Context: an optimization exercise on an open-source flow, tuned for small area. The choices shown serve that exercise and are no tape-out recipe.
In this exercise RTL edits were held to simulation tests only and were not proved equivalent to the original.
No activity file was given, so power comes from the tool's default toggle rates.

--- run.sh ---
#!/bin/bash
# synth_recipe.tcl (not shown) runs the flow's synth.tcl, then flattens the netlist and writes it again
# the make line also repeats each setting of config.mk as NAME=value (left out here)
make -C /OpenROAD-flow-scripts/flow DESIGN_CONFIG=/design/flow/config.mk WORK_HOME=/design/flow/orfs CLKGATE_MAP_FILE= SYNTH_SCRIPT=/design/flow/synth_recipe.tcl finish
--- config.mk ---
export PLATFORM = sky130hd
export DESIGN_NAME = cs42448
export DESIGN_NICKNAME = cs42448
export VERILOG_FILES = /design/flow/design.v
export SDC_FILE = /design/flow/constraint.sdc
export NUM_CORES = 4
export LEC_CHECK = 0
export CAP_MARGIN = 20
export CORE_MARGIN = 2
export CORE_UTILIZATION = 40
export SLEW_MARGIN = 20
--- constraint.sdc ---
create_clock -name core_clock -period 10.0 [get_ports {sys_clk}]
set_input_delay 2.0000 -clock core_clock [delete_from_list [all_inputs] [get_ports {sys_clk}]]
set_output_delay 2.0000 -clock core_clock [all_outputs]
set_load 0.01 [all_outputs]
--- design.v ---
`timescale 1ns / 1ps
module cs42448_adc #(
	parameter startup_frames = 76800,
	parameter startup_frames2 = 2000
)(
	input					sys_clk,
	input					sys_nrst,
	input					init_done,
	output		[15 : 0]	adc_dout_l0,
	output		[15 : 0]	adc_dout_r0,
	output		[15 : 0]	adc_dout_l1,
	output		[15 : 0]	adc_dout_r1,
	output		[15 : 0]	adc_dout_l2,
	output		[15 : 0]	adc_dout_r2,
	input					ADC_SDIN_CH0,
	input					ADC_SDIN_CH1,
	input					ADC_SDIN_CH2,
	output					ADC_SCLK,
	output					ADC_LRCK
);
	reg		[5 : 0]			adc_divider;
	wire	[3 : 0]			shift_bit;
	reg						sclk_r;
	reg						lrck_r;
	reg		[19 : 0]	startup_delay;
	reg		[15 : 0]	startup_delay2;
	reg					all_ready;
	reg					all_ready2;
	always@(posedge sys_clk)begin
		if(!sys_nrst)begin
			startup_delay <= 'd0;
			all_ready <= 1'b0;
		end else if(init_done)begin
			if(adc_divider == 'd63 && startup_delay < startup_frames)
				startup_delay <= startup_delay + 'd1;
			if(startup_delay >= startup_frames)
				all_ready <= 1'b1;
		end
	end
	always@(posedge sys_clk)begin
		if(!sys_nrst)begin
			startup_delay2 <= 'd0;
			all_ready2 <= 1'b0;
		end else if(all_ready)begin
			if(adc_divider == 'd63 && startup_delay2 < startup_frames2)
				startup_delay2 <= startup_delay2 + 'd1;
			if(startup_delay2 >= startup_frames2)
				all_ready2 <= 1'b1;
		end
	end
	always@(posedge sys_clk)begin
		if(!sys_nrst)begin
			adc_divider <= 'd0;
		end else begin
			adc_divider <= adc_divider + 'd1;
		end
	end
	always@(posedge sys_clk)begin
		if(!sys_nrst)begin
			lrck_r <= 1'b0;
		end else begin
			if(adc_divider == 'd29)
				lrck_r <= 1'b1;
			else if(adc_divider == 'd61)
				lrck_r <= 1'b0;
		end
	end
	always@(posedge sys_clk)begin
		if(!sys_nrst)begin
			sclk_r <= 1'b0;
		end else begin
			if(!adc_divider[0])
				sclk_r <= 1'b1;
			else
				sclk_r <= 1'b0;
		end
	end
	assign shift_bit = 'd15 - adc_divider[4 : 1];
	reg		[15 : 0]	adc_l_d0;
	reg		[15 : 0]	adc_r_d0;
	reg		[15 : 0]	adc_l_d1;
	reg		[15 : 0]	adc_r_d1;
	reg		[15 : 0]	adc_l_d2;
	reg		[15 : 0]	adc_r_d2;
	always@(posedge sys_clk)begin
		if(!sys_nrst)begin
			adc_l_d0 <= 'd0;
			adc_r_d0 <= 'd0;
			adc_l_d1 <= 'd0;
			adc_r_d1 <= 'd0;
			adc_l_d2 <= 'd0;
			adc_r_d2 <= 'd0;
		end else if(!adc_divider[0])begin
			if(adc_divider[5])begin
				adc_r_d0[shift_bit] <= ADC_SDIN_CH0;
				adc_r_d1[shift_bit] <= ADC_SDIN_CH1;
				adc_r_d2[shift_bit] <= ADC_SDIN_CH2;
			end else begin
				adc_l_d0[shift_bit] <= ADC_SDIN_CH0;
				adc_l_d1[shift_bit] <= ADC_SDIN_CH1;
				adc_l_d2[shift_bit] <= ADC_SDIN_CH2;
			end
		end
	end
	assign ADC_SCLK = (all_ready) ? sclk_r : 1'b0;
	assign ADC_LRCK = (all_ready) ? lrck_r : 1'b0;
	assign adc_dout_l0 = adc_l_d0;
	assign adc_dout_r0 = adc_r_d0;
	assign adc_dout_l1 = adc_l_d1;
	assign adc_dout_r1 = adc_r_d1;
	assign adc_dout_l2 = adc_l_d2;
	assign adc_dout_r2 = adc_r_d2;
endmodule
`timescale 1ns / 1ps
module cs42448_dac #(
	parameter startup_frames = 76800,
	parameter startup_frames2 = 2000
)(
	input				sys_clk,
	input				sys_nrst,
	input				init_done,
	input	[15 : 0]	dac_din_l0,
	input	[15 : 0]	dac_din_r0,
	input	[15 : 0]	dac_din_l1,
	input	[15 : 0]	dac_din_r1,
	input	[15 : 0]	dac_din_l2,
	input	[15 : 0]	dac_din_r2,
	input	[15 : 0]	dac_din_l3,
	input	[15 : 0]	dac_din_r3,
	output				DAC_SDOUT_CH0,
	output				DAC_SDOUT_CH1,
	output				DAC_SDOUT_CH2,
	output				DAC_SDOUT_CH3,
	output				DAC_SCLK,
	output				DAC_LRCK
);
	reg		[5 : 0]			dac_divider;
	wire	[3 : 0]			shift_bit;
	reg						sclk_r;
	reg						lrck_r;
	reg						sdin_r0;
	reg						sdin_r1;
	reg						sdin_r2;
	reg						sdin_r3;
	reg		[19 : 0]	startup_delay;
	reg		[15 : 0]	startup_delay2;
	reg					all_ready;
	reg					all_ready2;
	always@(posedge sys_clk)begin
		if(!sys_nrst)begin
			startup_delay <= 'd0;
			all_ready <= 1'b0;
		end else if(init_done)begin
			if(dac_divider == 'd63 && startup_delay < startup_frames)
				startup_delay <= startup_delay + 'd1;
			if(startup_delay >= startup_frames)
				all_ready <= 1'b1;
		end
	end
	always@(posedge sys_clk)begin
		if(!sys_nrst)begin
			startup_delay2 <= 'd0;
			all_ready2 <= 1'b0;
		end else if(all_ready)begin
			if(dac_divider == 'd63 && startup_delay2 < startup_frames2)
				startup_delay2 <= startup_delay2 + 'd1;
			if(startup_delay2 >= startup_frames2)
				all_ready2 <= 1'b1;
		end
	end
	always@(posedge sys_clk)begin
		if(!sys_nrst)begin
			dac_divider <= 'd0;
		end else begin
			dac_divider <= dac_divider + 'd1;
		end
	end
	always@(posedge sys_clk)begin
		if(!sys_nrst)begin
			lrck_r <= 1'b0;
		end else begin
			if(dac_divider == 'd29)
				lrck_r <= 1'b1;
			else if(dac_divider == 'd61)
				lrck_r <= 1'b0;
		end
	end
	always@(posedge sys_clk)begin
		if(!sys_nrst)begin
			sclk_r <= 1'b0;
		end else begin
			if(!dac_divider[0])
				sclk_r <= 1'b1;
			else
				sclk_r <= 1'b0;
		end
	end
	reg		[15 : 0]	dac_din_l0_r;
	reg		[15 : 0]	dac_din_r0_r;
	reg		[15 : 0]	dac_din_l1_r;
	reg		[15 : 0]	dac_din_r1_r;
	reg		[15 : 0]	dac_din_l2_r;
	reg		[15 : 0]	dac_din_r2_r;
	reg		[15 : 0]	dac_din_l3_r;
	reg		[15 : 0]	dac_din_r3_r;
	always@(posedge sys_clk)begin
		if(!sys_nrst)begin
			dac_din_l0_r <= 'd0;
			dac_din_r0_r <= 'd0;
			dac_din_l1_r <= 'd0;
			dac_din_r1_r <= 'd0;
			dac_din_l2_r <= 'd0;
			dac_din_r2_r <= 'd0;
			dac_din_l3_r <= 'd0;
			dac_din_r3_r <= 'd0;
		end else if(dac_divider == 'd61)begin
			dac_din_l0_r <= dac_din_l0;
			dac_din_r0_r <= dac_din_r0;
			dac_din_l1_r <= dac_din_l1;
			dac_din_r1_r <= dac_din_r1;
			dac_din_l2_r <= dac_din_l2;
			dac_din_r2_r <= dac_din_r2;
			dac_din_l3_r <= dac_din_l3;
			dac_din_r3_r <= dac_din_r3;
		end
	end
	assign shift_bit = 'd14 - dac_divider[4 : 1];
	always@(posedge sys_clk)begin
		if(!sys_nrst)begin
			sdin_r0 <= 1'b0;
			sdin_r1 <= 1'b0;
			sdin_r2 <= 1'b0;
			sdin_r3 <= 1'b0;
		end else if(dac_divider[0])begin
			if(dac_divider[5 : 1] >= 'd15 && dac_divider[5 : 1] < 'd31)begin
				sdin_r0 <= dac_din_r0_r[shift_bit];
				sdin_r1 <= dac_din_r1_r[shift_bit];
				sdin_r2 <= dac_din_r2_r[shift_bit];
				sdin_r3 <= dac_din_r3_r[shift_bit];
			end else begin
				sdin_r0 <= dac_din_l0_r[shift_bit];
				sdin_r1 <= dac_din_l1_r[shift_bit];
				sdin_r2 <= dac_din_l2_r[shift_bit];
				sdin_r3 <= dac_din_l3_r[shift_bit];
			end
		end
	end
	assign DAC_SCLK = (all_ready) ? sclk_r : 1'b0;
	assign DAC_LRCK = (all_ready) ? lrck_r : 1'b0;
	assign DAC_SDOUT_CH0 = (all_ready2) ? sdin_r0 : 1'b0;
	assign DAC_SDOUT_CH1 = (all_ready2) ? sdin_r1 : 1'b0;
	assign DAC_SDOUT_CH2 = (all_ready2) ? sdin_r2 : 1'b0;
	assign DAC_SDOUT_CH3 = (all_ready2) ? sdin_r3 : 1'b0;
endmodule
module cs42448_iic #(
	parameter system_clk_freq = 200000,
	parameter i2c_clk_bps = 100000,
	parameter	[0 : 0]	cs42448_a0 = 1'b1,
	parameter	[0 : 0]	cs42448_a1 = 1'b1,
	parameter	[0 : 0]	cs42448_dac0 = 1'b0,
	parameter	[0 : 0]	cs42448_dac1 = 1'b0,
	parameter	[0 : 0]	cs42448_dac2 = 1'b0,
	parameter	[0 : 0]	cs42448_dac3 = 1'b0,
	parameter	[0 : 0]	cs42448_adc0 = 1'b0,
	parameter	[0 : 0]	cs42448_adc1 = 1'b0,
	parameter	[0 : 0]	cs42448_adc2 = 1'b0
)(
	input			sys_clk,
	input 			sys_nrst,
	input			i2c_rw,
	input			i2c_start,
	output			ready,
	output			done,
	output			init_done,
	input	[6 : 0]		i2c_ptr,
	input	[7 : 0]		i2c_wr_byte,
	output	[7 : 0]		i2c_rd_byte,
	output			scl,
	input			sda_i,
	output			sda_o,
	output			sda_oe,
	output			cs_nrst,
	output			cs_mclk_rdy
);
	localparam clock_cnt_setup = (system_clk_freq * 1000) / i2c_clk_bps / 5;
	localparam limit_setup1 = clock_cnt_setup;
	localparam limit_setup2 = clock_cnt_setup*2;
	localparam limit_setup3 = clock_cnt_setup*3;
	localparam limit_setup4 = clock_cnt_setup*4;
	localparam limit_setup5 = (clock_cnt_setup*5) - 1;
	localparam cs42448_saddr = {5'b1001_0, cs42448_a1, cs42448_a0};
	localparam	wr_start			= 0,
				rd_restart			= wr_start + 1,
				wr_slave_addr		= rd_restart + 1,
				wr_pointer			= wr_slave_addr + 1,
				w_byte				= wr_pointer + 1,
				r_byte				= w_byte + 1,
				r_latch				= r_byte + 1,
				wr_stop_bit			= r_latch + 1,
				wr_end_pulse		= wr_stop_bit + 1,
				wr_end_return		= wr_end_pulse + 1,
				wr_data_bit0		= wr_end_return + 1,
				wr_data_bit1		= wr_data_bit0 + 1,
				wr_data_bit2		= wr_data_bit1 + 1,
				wr_data_bit3		= wr_data_bit2 + 1,
				wr_data_bit4		= wr_data_bit3 + 1,
				wr_data_bit5		= wr_data_bit4 + 1,
				wr_data_bit6		= wr_data_bit5 + 1,
				wr_data_bit7		= wr_data_bit6 + 1,
				r_ack_set			= wr_data_bit7 + 1,
				w_ack_get			= r_ack_set + 1,
				w_ack_check			= w_ack_get + 1;
	reg		[5 : 0]		next_stage;
	reg		[5 : 0]		store_stage;
	reg		[19 : 0]	sclk_cnt;
	reg		[19 : 0]	sclk_limit1;
	reg		[19 : 0]	sclk_limit2;
	reg		[19 : 0]	sclk_limit3;
	reg		[19 : 0]	sclk_limit4;
	reg		[19 : 0]	sclk_limit5;
	reg		[7 : 0]		tmp_r;
	reg					scl_r;
	reg					sda_r;
	wire				sda_in;
	reg					ack_r;
	reg					done_r;
	reg					io_sel_r;
	reg					ready_r;
	reg					wr_latch;
	reg					rd_latch;
	reg					addr_w;
	reg		[7 : 0]		mem_load	[21 : 0];
	initial begin
		mem_load[0] = {	cs42448_adc2, cs42448_adc1, cs42448_adc0, 
						cs42448_dac3, cs42448_dac2, cs42448_dac1, cs42448_dac0 ,1'b1};
		mem_load[1] = 8'b11_11_000_0;
		mem_load[2] = 8'b0_1_001_001;
		mem_load[3] = 8'b0_0_0_000_0_0;
		mem_load[4] = 8'b0_00_0_0_0_00;
		mem_load[5] = 8'h00;
		mem_load[6] = 8'h00;
		mem_load[7] = 8'h00;
		mem_load[8] = 8'h00;
		mem_load[9] = 8'h00;
		mem_load[10] = 8'h00;
		mem_load[11] = 8'h00;
		mem_load[12] = 8'h00;
		mem_load[13] = 8'h00;
		mem_load[14] = 8'h00;
		mem_load[15] = 8'h00;
		mem_load[16] = 8'h00;
		mem_load[17] = 8'h00;
		mem_load[18] = 8'h00;
		mem_load[19] = 8'h00;
		mem_load[20] = 8'h00;
		mem_load[21] = 8'h00;
	end
	assign sda_in = sda_i;
	assign sda_o = sda_r;
	assign sda_oe = !io_sel_r;
	assign scl = scl_r;
	reg		[3 : 0]		startup_fsm;
	reg					startup_ld;
	reg					startup_rw;
	reg					cs_nrst_r;
	reg					cs_mclk_r;
	assign cs_nrst = cs_nrst_r;
	assign cs_mclk_rdy = cs_mclk_r;
	reg		[6 : 0]		ptr_ld;
	reg		[7 : 0]		byte_ld;
	reg		[4 : 0]		mem_ptr;
	reg		[11 : 0]	stable_cnt;
	always@(posedge sys_clk)begin
		if(!sys_nrst)begin
			cs_nrst_r <= 1'b0;
			cs_mclk_r <= 1'b0;
			stable_cnt <= 'd0;
			startup_ld <= 1'b0;
			startup_rw <= 1'b0;
			startup_fsm <= 'd0;
			ptr_ld <= 7'd0;
			byte_ld <= 8'd0;
			mem_ptr <= 5'd0;
		end else begin
			case(startup_fsm)
				0: begin
					cs_nrst_r <= 1'b0;
					stable_cnt <= stable_cnt + 'd1;
					if(stable_cnt == {12{1'b1}})begin
						cs_nrst_r <= 1'b1;
						stable_cnt <= 'd0;
						startup_fsm <= startup_fsm + 'd1;
					end
				end
				1: begin
					startup_rw <= 1'b1;
					ptr_ld <= 7'd1;
					startup_ld <= 1'b1;
					if(!ready_r)
						startup_fsm <= startup_fsm + 'd1;
				end
				2: begin
					startup_ld <= 1'b0;
					if(ready_r)begin
						ptr_ld <= ptr_ld + 'd1;
						startup_fsm <= startup_fsm + 'd1;
					end
				end
				3: begin
					byte_ld <= mem_load[mem_ptr];
					startup_ld <= 1'b1;
					startup_rw <= 1'b0;
					if(!ready_r)
						startup_fsm <= startup_fsm + 'd1;
				end
				4: begin
					startup_ld <= 1'b0;
					if(ready_r)begin
						if(mem_ptr == 'd21)begin
							startup_fsm <= startup_fsm + 'd1;
							startup_rw <= 1'b0;
							ptr_ld <= 7'd1;
						end else begin
							mem_ptr <= mem_ptr + 'd1;
							ptr_ld <= ptr_ld + 'd1;
							startup_fsm <= startup_fsm - 'd1;
						end
					end
				end
				5: begin
					startup_rw <= 1'b1;
					startup_ld <= 1'b1;
					if(!ready_r)
						startup_fsm <= startup_fsm + 'd1;
				end
				6: begin
					startup_ld <= 1'b0;
					if(ready_r)begin
						if(ptr_ld == 'd21)begin
							startup_fsm <= startup_fsm + 'd1;
						end else begin
							ptr_ld <= ptr_ld + 'd1;
							startup_fsm <= startup_fsm - 'd1;
						end
					end
				end
				7: begin
					ptr_ld <= 7'd2;
					byte_ld <= {cs42448_adc2, cs42448_adc1, cs42448_adc0, 
								cs42448_dac3, cs42448_dac2, cs42448_dac1, cs42448_dac0 ,1'b0};
					stable_cnt <= stable_cnt + 'd1;
					if(stable_cnt == {6{1'b1}})begin
						startup_ld <= 1'b1;
						cs_mclk_r <= 1'b1;
					end
					startup_rw <= 1'b0;
					if(!ready_r)
						startup_fsm <= startup_fsm + 'd1;
				end
				8: begin
					startup_ld <= 1'b0;
					if(ready_r)begin
						startup_fsm <= startup_fsm + 'd1;
					end
				end
				9: begin
					mem_ptr <= i2c_ptr;
					byte_ld <= i2c_wr_byte;
				end
			endcase
		end
	end
	assign init_done = (startup_fsm == 'd9);
	reg		[7 : 0]		byte_latch;
	assign done			= done_r & init_done;
	assign ready		= ready_r & init_done;
	assign i2c_rd_byte	= byte_latch;
	reg		rd_flag;
	reg		rd_last;
	always@(posedge sys_clk)begin
		if(!sys_nrst)begin
			next_stage <= 'd0;
			store_stage <= 'd0;
			sclk_cnt <= 'd0;
			sclk_limit1 <= limit_setup1;
			sclk_limit2 <= limit_setup2;
			sclk_limit3 <= limit_setup3;
			sclk_limit4 <= limit_setup4;
			sclk_limit5 <= limit_setup5;
			tmp_r <= 8'd0;
			byte_latch <= 8'd0;
			rd_flag <= 1'b0;
			scl_r <= 1'b1;
			sda_r <= 1'b1;
			ack_r <= 1'b1;
			done_r <= 1'b0;
			io_sel_r <= 1'b0;
			ready_r <= 1'b1;
			wr_latch <= 1'b0;
			rd_latch <= 1'b0;
			addr_w <= 1'b0;
			rd_last <= 1'b0;
		end else begin
			if(i2c_start | startup_ld | (wr_latch ^ rd_latch))begin
				case(next_stage)
					wr_start: begin
						if(sclk_cnt == 0)
							if(!(wr_latch | rd_latch))begin
								rd_flag <= 1'b0;
								if(startup_ld)begin
									wr_latch <= !startup_rw;
									rd_latch <= startup_rw;
								end else begin
									wr_latch <= !i2c_rw;
									rd_latch <= i2c_rw;
								end
							end
							ready_r <= 1'b0;
						io_sel_r <= 1'b0;
						if(sclk_cnt == 0)
							scl_r <= 1'b1;
						if(sclk_cnt == sclk_limit4)
							scl_r <= 1'b0;
						if(sclk_cnt == 0)
							sda_r <= 1'b1;
						if(sclk_cnt == sclk_limit1)
							sda_r <= 1'b0;
						if(sclk_cnt == sclk_limit5)begin
							sclk_cnt <= 'd0;
							next_stage <= wr_slave_addr;
						end else begin
							sclk_cnt <= sclk_cnt + 1'b1;
						end
					end
					wr_slave_addr: begin
						if(rd_latch & rd_flag)
							tmp_r <= {cs42448_saddr, 1'b1};
						else
							tmp_r <= {cs42448_saddr, 1'b0};
						if(sclk_cnt == sclk_limit1)begin
							sclk_cnt <= 'd0;
							next_stage <= wr_data_bit0;
						end else begin
							sclk_cnt <= sclk_cnt + 1'b1;
						end
						if(rd_flag)begin
							store_stage <= r_byte;
						end else begin
							store_stage <= wr_pointer;
						end
						addr_w <= 1'b1;
						io_sel_r <= 1'b0;
					end
					wr_pointer: begin
						tmp_r <= {1'b0, ptr_ld};
						next_stage <= wr_data_bit0;
						if(rd_latch)
							store_stage <= wr_stop_bit;
						else
							store_stage <= w_byte;
						io_sel_r <= 1'b0;
					end
					w_byte: begin
						tmp_r <= byte_ld;
						next_stage <= wr_data_bit0;
						store_stage <= wr_stop_bit;
						io_sel_r <= 1'b0;
					end
					r_byte: begin
						next_stage <= wr_data_bit0;
						store_stage <= r_latch;
						rd_last <= 1'b1;
						io_sel_r <= 1'b1;
					end
					r_latch: begin
						byte_latch <= tmp_r;
						next_stage <= wr_stop_bit;
					end
					wr_stop_bit: begin
						io_sel_r <= 1'b0;
						if(sclk_cnt == 0)
							scl_r <= 1'b0;
						if(sclk_cnt == sclk_limit1)
							scl_r <= 1'b1;
						if(sclk_cnt == 0)
							sda_r <= 1'b0;
						if(sclk_cnt == sclk_limit4)
							sda_r <= 1'b1;
						if(sclk_cnt == sclk_limit5)begin
							sclk_cnt <= 'd0;
							sclk_limit1 <= limit_setup1;
							sclk_limit2 <= clock_cnt_setup << 1;
							sclk_limit3 <= (clock_cnt_setup << 1) + clock_cnt_setup;
							sclk_limit4 <= clock_cnt_setup << 2;
							sclk_limit5 <= (clock_cnt_setup << 2) + clock_cnt_setup;
							next_stage <= wr_end_pulse;
						end else
							sclk_cnt <= sclk_cnt + 1'b1;
					end
					wr_end_pulse: begin
						if(sclk_cnt == sclk_limit1)begin
							sclk_cnt <= 'd0;
							if(rd_latch & !rd_flag)begin
								next_stage <= wr_start;
								rd_flag <= 1'b1;
							end else begin
								done_r <= 1'b1;
								next_stage <= wr_end_return;
							end
						end else begin
							sclk_cnt <= sclk_cnt + 1'b1;
						end
					end
					wr_end_return: begin
						rd_flag <= 1'b0;
						done_r <= 1'b0;
						ready_r <= 1'b1;
						next_stage <= 'd0;
						wr_latch <= 1'b0;
						rd_latch <= 1'b0;
					end
					wr_data_bit0, wr_data_bit1,
					wr_data_bit2, wr_data_bit3,
					wr_data_bit4, wr_data_bit5,
					wr_data_bit6, wr_data_bit7: begin
						if(wr_latch | addr_w | (rd_latch & !rd_flag))
							sda_r <= tmp_r[wr_data_bit7-next_stage];
						else
							sda_r <= 1'b1;
						if( (sclk_cnt == sclk_limit2) && (rd_latch & rd_flag))begin
							tmp_r[wr_data_bit7-next_stage] <= sda_in;
						end
						if(sclk_cnt == 0)
							scl_r <= 1'b0;
						if(sclk_cnt == sclk_limit1)
							scl_r <= 1'b1;
						if(sclk_cnt == sclk_limit3)
							scl_r <= 1'b0;
						if(sclk_cnt == sclk_limit5)begin
							sclk_cnt <= 'd0;
							if(next_stage == wr_data_bit7)
								if(wr_latch | addr_w | (rd_latch & !rd_flag))
									next_stage <= w_ack_get;
								else
									next_stage <= r_ack_set;
							else
								next_stage <= next_stage + 1;
						end else begin
							sclk_cnt <= sclk_cnt + 1'b1;
						end
					end
					r_ack_set: begin
						io_sel_r <= 1'b0;
						sda_r <= rd_last;
						if(sclk_cnt == 0)
							scl_r <= 1'b0;
						if(sclk_cnt == sclk_limit1)
							scl_r <= 1'b1;
						if(sclk_cnt == sclk_limit3)
							scl_r <= 1'b0;
						if(sclk_cnt == sclk_limit5)begin
							sclk_cnt <= 'd0;
							rd_last <= 1'b0;
							next_stage <= store_stage;
						end else begin
							sclk_cnt <= sclk_cnt + 1'b1;
						end
					end
					w_ack_get: begin
						io_sel_r <= 1'b1;
						addr_w <= 1'b0;
						if(sclk_cnt == sclk_limit2)begin
							ack_r <= sda_in;
						end
						if(sclk_cnt == 0)
							scl_r <= 1'b0;
						if(sclk_cnt == sclk_limit1)
							scl_r <= 1'b1;
						if(sclk_cnt == sclk_limit3)
							scl_r <= 1'b0;
						if(sclk_cnt == sclk_limit5)begin
							sclk_cnt <= 'd0;
							next_stage <= w_ack_check;
						end else begin
							sclk_cnt <= sclk_cnt + 1'b1;
						end
					end
					w_ack_check: begin
						if(ack_r != 0)begin
							next_stage <= 'd0;
							ready_r <= 1'b1;
						end else begin
							next_stage <= store_stage;
						end
					end
				endcase
			end
		end
	end
endmodule
`timescale 1ns / 1ps
module cs42448 #(
	parameter clk_freq = 12288,
	parameter i2c_bps = 400000,
	parameter startup_frames = 512,
	parameter startup_frames2 = 32
)(
	input				sys_clk,
	input				sys_nrst,
	output				CS42xx8_DAC_SDOUT0,
	output				CS42xx8_DAC_SDOUT1,
	output				CS42xx8_DAC_SDOUT2,
	output				CS42xx8_DAC_SDOUT3,
	output				CS42xx8_DAC_SCLK,
	output				CS42xx8_DAC_LRCK,
	input				CS42xx8_ADC_SDIN0,
	input				CS42xx8_ADC_SDIN1,
	input				CS42xx8_ADC_SDIN2,
	output				CS42xx8_ADC_SCLK,
	output				CS42xx8_ADC_LRCK,
	output				CS42xx8_MCLK_EN,
	output				CS42xx8_SCL,
	input				CS42xx8_SDA_I,
	output				CS42xx8_SDA_O,
	output				CS42xx8_SDA_OE,
	output				CS42xx8_nRST
);
	wire	[15 : 0]	forward_w	[5 : 0];
	wire	init_done;
	wire	cs_mclk_rdy;
	assign CS42xx8_MCLK_EN = cs_mclk_rdy;
	cs42448_dac #(
		.startup_frames		(startup_frames),
		.startup_frames2	(startup_frames2)
	)cs42448_dac_u0(
		.sys_clk		(sys_clk),
		.sys_nrst		(sys_nrst),
		.init_done		(init_done),
		.dac_din_l0		(forward_w[0]),
		.dac_din_r0		(forward_w[1]),
		.dac_din_l1		(forward_w[2]),
		.dac_din_r1		(forward_w[3]),
		.dac_din_l2		(forward_w[4]),
		.dac_din_r2		(forward_w[5]),
		.dac_din_l3		(forward_w[0]),
		.dac_din_r3		(forward_w[1]),
		.DAC_SDOUT_CH0	(CS42xx8_DAC_SDOUT0),
		.DAC_SDOUT_CH1	(CS42xx8_DAC_SDOUT1),
		.DAC_SDOUT_CH2	(CS42xx8_DAC_SDOUT2),
		.DAC_SDOUT_CH3	(CS42xx8_DAC_SDOUT3),
		.DAC_LRCK		(CS42xx8_DAC_LRCK),
		.DAC_SCLK		(CS42xx8_DAC_SCLK)
	);
	cs42448_adc #(
		.startup_frames		(startup_frames),
		.startup_frames2	(startup_frames2)
	)cs42448_adc_u0(
		.sys_clk		(sys_clk),
		.sys_nrst		(sys_nrst),
		.init_done		(init_done),
		.adc_dout_l0	(forward_w[0]),
		.adc_dout_r0	(forward_w[1]),
		.adc_dout_l1	(forward_w[2]),
		.adc_dout_r1	(forward_w[3]),
		.adc_dout_l2	(forward_w[4]),
		.adc_dout_r2	(forward_w[5]),
		.ADC_SDIN_CH0	(CS42xx8_ADC_SDIN0),
		.ADC_SDIN_CH1	(CS42xx8_ADC_SDIN1),
		.ADC_SDIN_CH2	(CS42xx8_ADC_SDIN2),
		.ADC_LRCK		(CS42xx8_ADC_LRCK),
		.ADC_SCLK		(CS42xx8_ADC_SCLK)
	);
	cs42448_iic #(
		.system_clk_freq	(clk_freq),
		.i2c_clk_bps		(i2c_bps),
		.cs42448_a0			(1'b1),
		.cs42448_a1			(1'b1)
	)cs42448_u0(
		.sys_clk			(sys_clk),
		.sys_nrst			(sys_nrst),
		.i2c_rw				(1'b0),
		.i2c_start			(1'b0),
		.ready				(),
		.done				(),
		.init_done			(init_done),
		.i2c_ptr			('d0),
		.i2c_wr_byte		('d0),
		.i2c_rd_byte		(),
		.cs_mclk_rdy		(cs_mclk_rdy),
		.cs_nrst			(CS42xx8_nRST),
		.scl				(CS42xx8_SCL),
		.sda_i				(CS42xx8_SDA_I),
		.sda_o				(CS42xx8_SDA_O),
		.sda_oe				(CS42xx8_SDA_OE)
	);
endmodule
==> notes.md <==
-- layout make-up --
class | count | area [sq um]
multi-input cells | 1451 | 8850
fillers | 4021 | 22600
inverters | 41 | 166
repair buffers | 27 | 263
clock inverters | 13 | 199
clock buffers | 57 | 1130
flip-flops and latches | 357 | 7150
well taps | 532 | 666
-- cells by family after synthesis --
family                     synth area share, %
adders and majority gates                 3.38
and+or+nand+nor                           24.6
buffers and inverters                     4.24
DFF                                       42.9
muxes                                     5.86
xor gates and xnor gates                  2.94
AOI/OAI and AO/OA                         16.1
-- state kept, by name, indices dropped and copies added (netlist names), 7 cells and up, named ones only --
name                           flops
cs42448_u0.tmp_r                   8
cs42448_dac_u0.dac_din_l1_r       16
cs42448_dac_u0.dac_din_l0_r       16
cs42448_dac_u0.dac_din_l2_r       16
cs42448_adc_u0.adc_l_d1           16
cs42448_u0.stable_cnt             12
cs42448_adc_u0.adc_l_d0           16
cs42448_adc_u0.adc_r_d1           16
cs42448_adc_u0.adc_l_d2           16
cs42448_dac_u0.dac_din_r1_r       16
cs42448_adc_u0.startup_delay      20
cs42448_adc_u0.adc_r_d0           16
cs42448_u0.sclk_cnt               20
cs42448_dac_u0.dac_din_r2_r       16
cs42448_adc_u0.adc_r_d2           16
cs42448_u0.ptr_ld                  7
cs42448_dac_u0.dac_din_r0_r       16
cs42448_dac_u0.startup_delay      20
cs42448_dac_u0.startup_delay2     16
-- layout by cell type, fill, tap and decap left out, types with 10 or more instances in the layout --
cell type and instances:
sky130_fd_sc_hd__and3_1 23, sky130_fd_sc_hd__mux4_2 22, sky130_fd_sc_hd__nand2b_1 13, sky130_fd_sc_hd__nor3_1 29
sky130_fd_sc_hd__clkbuf_16 40, sky130_fd_sc_hd__a211oi_1 10, sky130_fd_sc_hd__a21oi_1 158, sky130_fd_sc_hd__nand4_1 27
sky130_fd_sc_hd__mux2i_1 38, sky130_fd_sc_hd__a31oi_1 19, sky130_fd_sc_hd__clkbuf_1 10, sky130_fd_sc_hd__and2_1 55
sky130_fd_sc_hd__or3_1 16, sky130_fd_sc_hd__nor2b_1 15, sky130_fd_sc_hd__nand2_1 327, sky130_fd_sc_hd__xnor2_1 21
sky130_fd_sc_hd__o22ai_1 10, sky130_fd_sc_hd__nand3b_1 12, sky130_fd_sc_hd__inv_1 39, sky130_fd_sc_hd__o21ai_0 49
sky130_fd_sc_hd__dfxtp_1 357, sky130_fd_sc_hd__xor2_1 35, sky130_fd_sc_hd__clkdlybuf4s50_1 17, sky130_fd_sc_hd__ha_1 45
sky130_fd_sc_hd__nand3_1 47, sky130_fd_sc_hd__a22oi_1 74, sky130_fd_sc_hd__nor2_1 238, sky130_fd_sc_hd__nor4_1 10
-- power by group --
group / leakage [nW] / internal [mW] / switching, mW
sequential: 2.88 / 1.45 / 0.0344
clock: 0.656 / 0.897 / 0.593
combinational: 2.84 / 0.133 / 0.263
total: 6.38 / 2.48 / 0.890
-- per-stage QoR --
step | setup WS (ns) | cell area, sq um
after floorplan | 6.13 | 16700
after global placement | 5.53 | 17100
after detailed placement | 5.50 | 17100
after CTS | 5.52 | 18400
after global routing | 5.13 | 18400
final | 5.43 | 18400
-- worst max-delay path by stage --
stage | endpoint | slack (ns) | depth (start not counted) | startpoint
after CTS | cs42448_u0.tmp_r[1]$_SDFFE_PN0P_ | 5.52 | 14 | cs42448_u0.next_stage[2]$_SDFFE_PN0P_
after global routing | cs42448_u0.tmp_r[2]$_SDFFE_PN0P_ | 5.13 | 14 | cs42448_u0.next_stage[2]$_SDFFE_PN0P_
after floorplan | cs42448_u0.tmp_r[1]$_SDFFE_PN0P_ | 6.13 | 16 | cs42448_u0.next_stage[1]$_SDFFE_PN0P_
final | cs42448_u0.tmp_r[2]$_SDFFE_PN0P_ | 5.43 | 14 | cs42448_u0.next_stage[2]$_SDFFE_PN0P_
after detailed placement | cs42448_adc_u0.adc_r_d2[2]$_SDFFE_PN0P_ | 5.50 | 5 | sys_nrst
after global placement | cs42448_adc_u0.adc_l_d2[0]$_SDFFE_PN0P_ | 5.53 | 5 | sys_nrst
-- critical path: stages (launching register included) --
cell	delay [ns]
sky130_fd_sc_hd__dfxtp_1	0.84
sky130_fd_sc_hd__inv_1	0.19
sky130_fd_sc_hd__ha_1	0.43
sky130_fd_sc_hd__nor3_1	0.24
sky130_fd_sc_hd__a31oi_1	0.09
sky130_fd_sc_hd__nor2_1	0.36
sky130_fd_sc_hd__nand3_1	0.13
sky130_fd_sc_hd__ha_1	0.34
sky130_fd_sc_hd__or4b_1	0.54
sky130_fd_sc_hd__nor4_2	0.15
sky130_fd_sc_hd__nand3_1	0.14
sky130_fd_sc_hd__nor2_2	0.21
sky130_fd_sc_hd__nand2_1	0.10
sky130_fd_sc_hd__or4_1	0.50
sky130_fd_sc_hd__a41oi_1	0.22
-- metal layers --
| metal | vias to the layer above | wire length (microns) | share of wire (%) |
|---|---|---|---|
| li1 | 6802 | - | - |
| met1 | 6459 | 19000 | 47 |
| met2 | 314 | 18400 | 45 |
| met3 | 82 | 2160 | 5.3 |
| met4 | 0 | 1070 | 2.6 |
| met5 | - | 0 | 0 |
==> impl_metrics.ini <==
[critical_path]
worst-endpoint-arrival_ns = 5.05
regToRegSetupSlack_ns = 5.43
worst_ep_required_time_ns = 10.48
crit_path_max_fanout = 23
worstRegToRegCells = 14
worstSetupEndpointType = register
start_kind = register
critPathKind = register to register
worst_r2r_endpoint = cs42448_u0.tmp_r[2]$_SDFFE_PN0P_
critical_path.reg2reg.startpoint = cs42448_u0.next_stage[2]$_SDFFE_PN0P_

[global_route]
globalRouteMet2Util_pct = 30.1
global_route.usage.met1_pct = 24.6
grt_antenna_before_repair = 0
globalRoute.totalOverflow = 0
grt.busiest_layer = met2
grt.met3_usage_pct = 3.59
pin_count_of_the_biggest_net_entering_global_routing = 194
globalRouteTotalUtil_pct = 18.5
grt_pass1_wl_microns = 66800
grt_pass1_vias = 13100

[synth]
avgSynthCellArea_sq_um = 8.43
yosysUniqueCellTypes = 101
synth.most_common_cell = sky130_fd_sc_hd__dfxtp_1
ys_seq_area_share_pct = 42.9
flop_and_latch_count_out_of_synthesis = 357
syn_nets = 2029
netlist_top_cells_area = sky130_fd_sc_hd__dfxtp_1 43%, sky130_fd_sc_hd__nand2_1 7.4%, sky130_fd_sc_hd__nor2_1 5.4%
synth.yosys.warnings = 4
number_of_enable_type_register_cells_in_the_synthesized_netlist = 0
post-synth-top-area-cell = sky130_fd_sc_hd__dfxtp_1
ys_top_cells_by_count = 357 x sky130_fd_sc_hd__dfxtp_1, 327 x sky130_fd_sc_hd__nand2_1, 238 x sky130_fd_sc_hd__nor2_1, 158 x sky130_fd_sc_hd__a21oi_1, 96 x sky130_fd_sc_hd__clkbuf_1
mappedNetlistArea_sq_mm = 0.0167
ys_async_sr_fraction_pct = 0
yosys_most_used_dff = sky130_fd_sc_hd__dfxtp_1
post_synth_inst_count = 1978
synth_top_area_share_pct = 42.9

[clocking]
clock_sink_count = 357
cts_inserted_buffers = 40
clock_pin_slew_on_the_worst_setup_and_hold_paths_ns = 0.06
cts_tree = yes
clock-root-buffer = sky130_fd_sc_hd__clkbuf_16
post_cts_buffers = 0
clk_latency_ns = 0.56
clock_tree_buffer_depth = 3
cts-resized-gates = 0
ctsHtreeMaxLevel = 2
holdBufCountCts = 0

[drt]
detailedRoute.firstIterationViolations = 1095
totalWireLength_microns = 40600
detail_route.first_pass.iterations = 5
post_route_antenna_net_violation_count = 0
avgRoutedWirePerCell_microns = 16.4
number_of_remaining_drc_errors = 0
via_count = 13700
vias_per_cell = 5.51

[finish]
layout.nets = 1969
diodes = 0
drive_gt1_share_pct = 7.86
post_layout_nonfiller_instances = 2478
layout.core_utilization_pct = 44.9
syn2layout_area_growth_pct = 10.5

[floorplan]
die_area_sq_mm = 0.0433
chipHeight_microns = 208
floorplan.initialDensity_pct = 40.7
fp-row-count = 74
floorplan.core_area_sq_mm = 0.0410
io_pins = 19
die_width_microns = 208

[power]
total_leakage_power_nw = 6.38
total_power_mw = 3.37
pwr_density_cell_mw_per_mm2 = 183
power.ir.vdd_worst_uv = 134

[place]
io_buffers = 18
dp_cells = 2408
dpl.hpwl_microns = 26300
place.gp.congestion = 0.869

[timing]
fmax_mhz = 219
worst_clock_skew_ns = 0.0152
period_needed_ns = 4.57
unrepaired_setup_endpoints_after_global_routing = no
worst_pin_slew_ns = 1.09
fin_crit_sh_pct = 45.7
finalHoldViolCount = 0
hold_slack_ns = 0.450
slew_viol_final = 0
slew_headroom_pct = 25.1
finalSetupViolations = 0
setup_total_negative_slack_ns = 0

[worst_hold_path]
min-delay-path-class = register to register
min_delay_path_depth = 2
hold_end = cs42448_dac_u0.dac_din_r1_r[9]$_SDFFE_PN0P_
min_delay_startpoint = cs42448_dac_u0.dac_din_r1_r[9]$_SDFFE_PN0P_

[run]
cap_violations = 0

[status]
outcome = timing/DRC/antenna clean

[port drivers added, routing unchanged]
No port has a modelled driver above. Below, the same layout with a new extraction and two added sets of constraints. Step 1: set_driving_cell puts a clkbuf_16 on sys_clk and a buf_2 on each other input, an assumption about the parent block. Step 2, shift: input delay + t, output delay - t, t = (earliest + latest rising clock arrival at the registers) / 2. This alone moves slack from input paths to output paths. Slacks: ideal / step 1 / step 2; pairs: ideal / step 1.
t (ns): 0.604
setup slack, ns: 5.430 / 5.430 / 5.430
hold slack, ns: 0.450 / 0.450 / 0.450
worst setup path after step 2: register to register
pins driven straight from the clock port: 1
After both steps setup and hold are still met in this run. For this run, drivers alone change the setup slack by 0.000 ns; drivers and shift together by 0.000 ns.
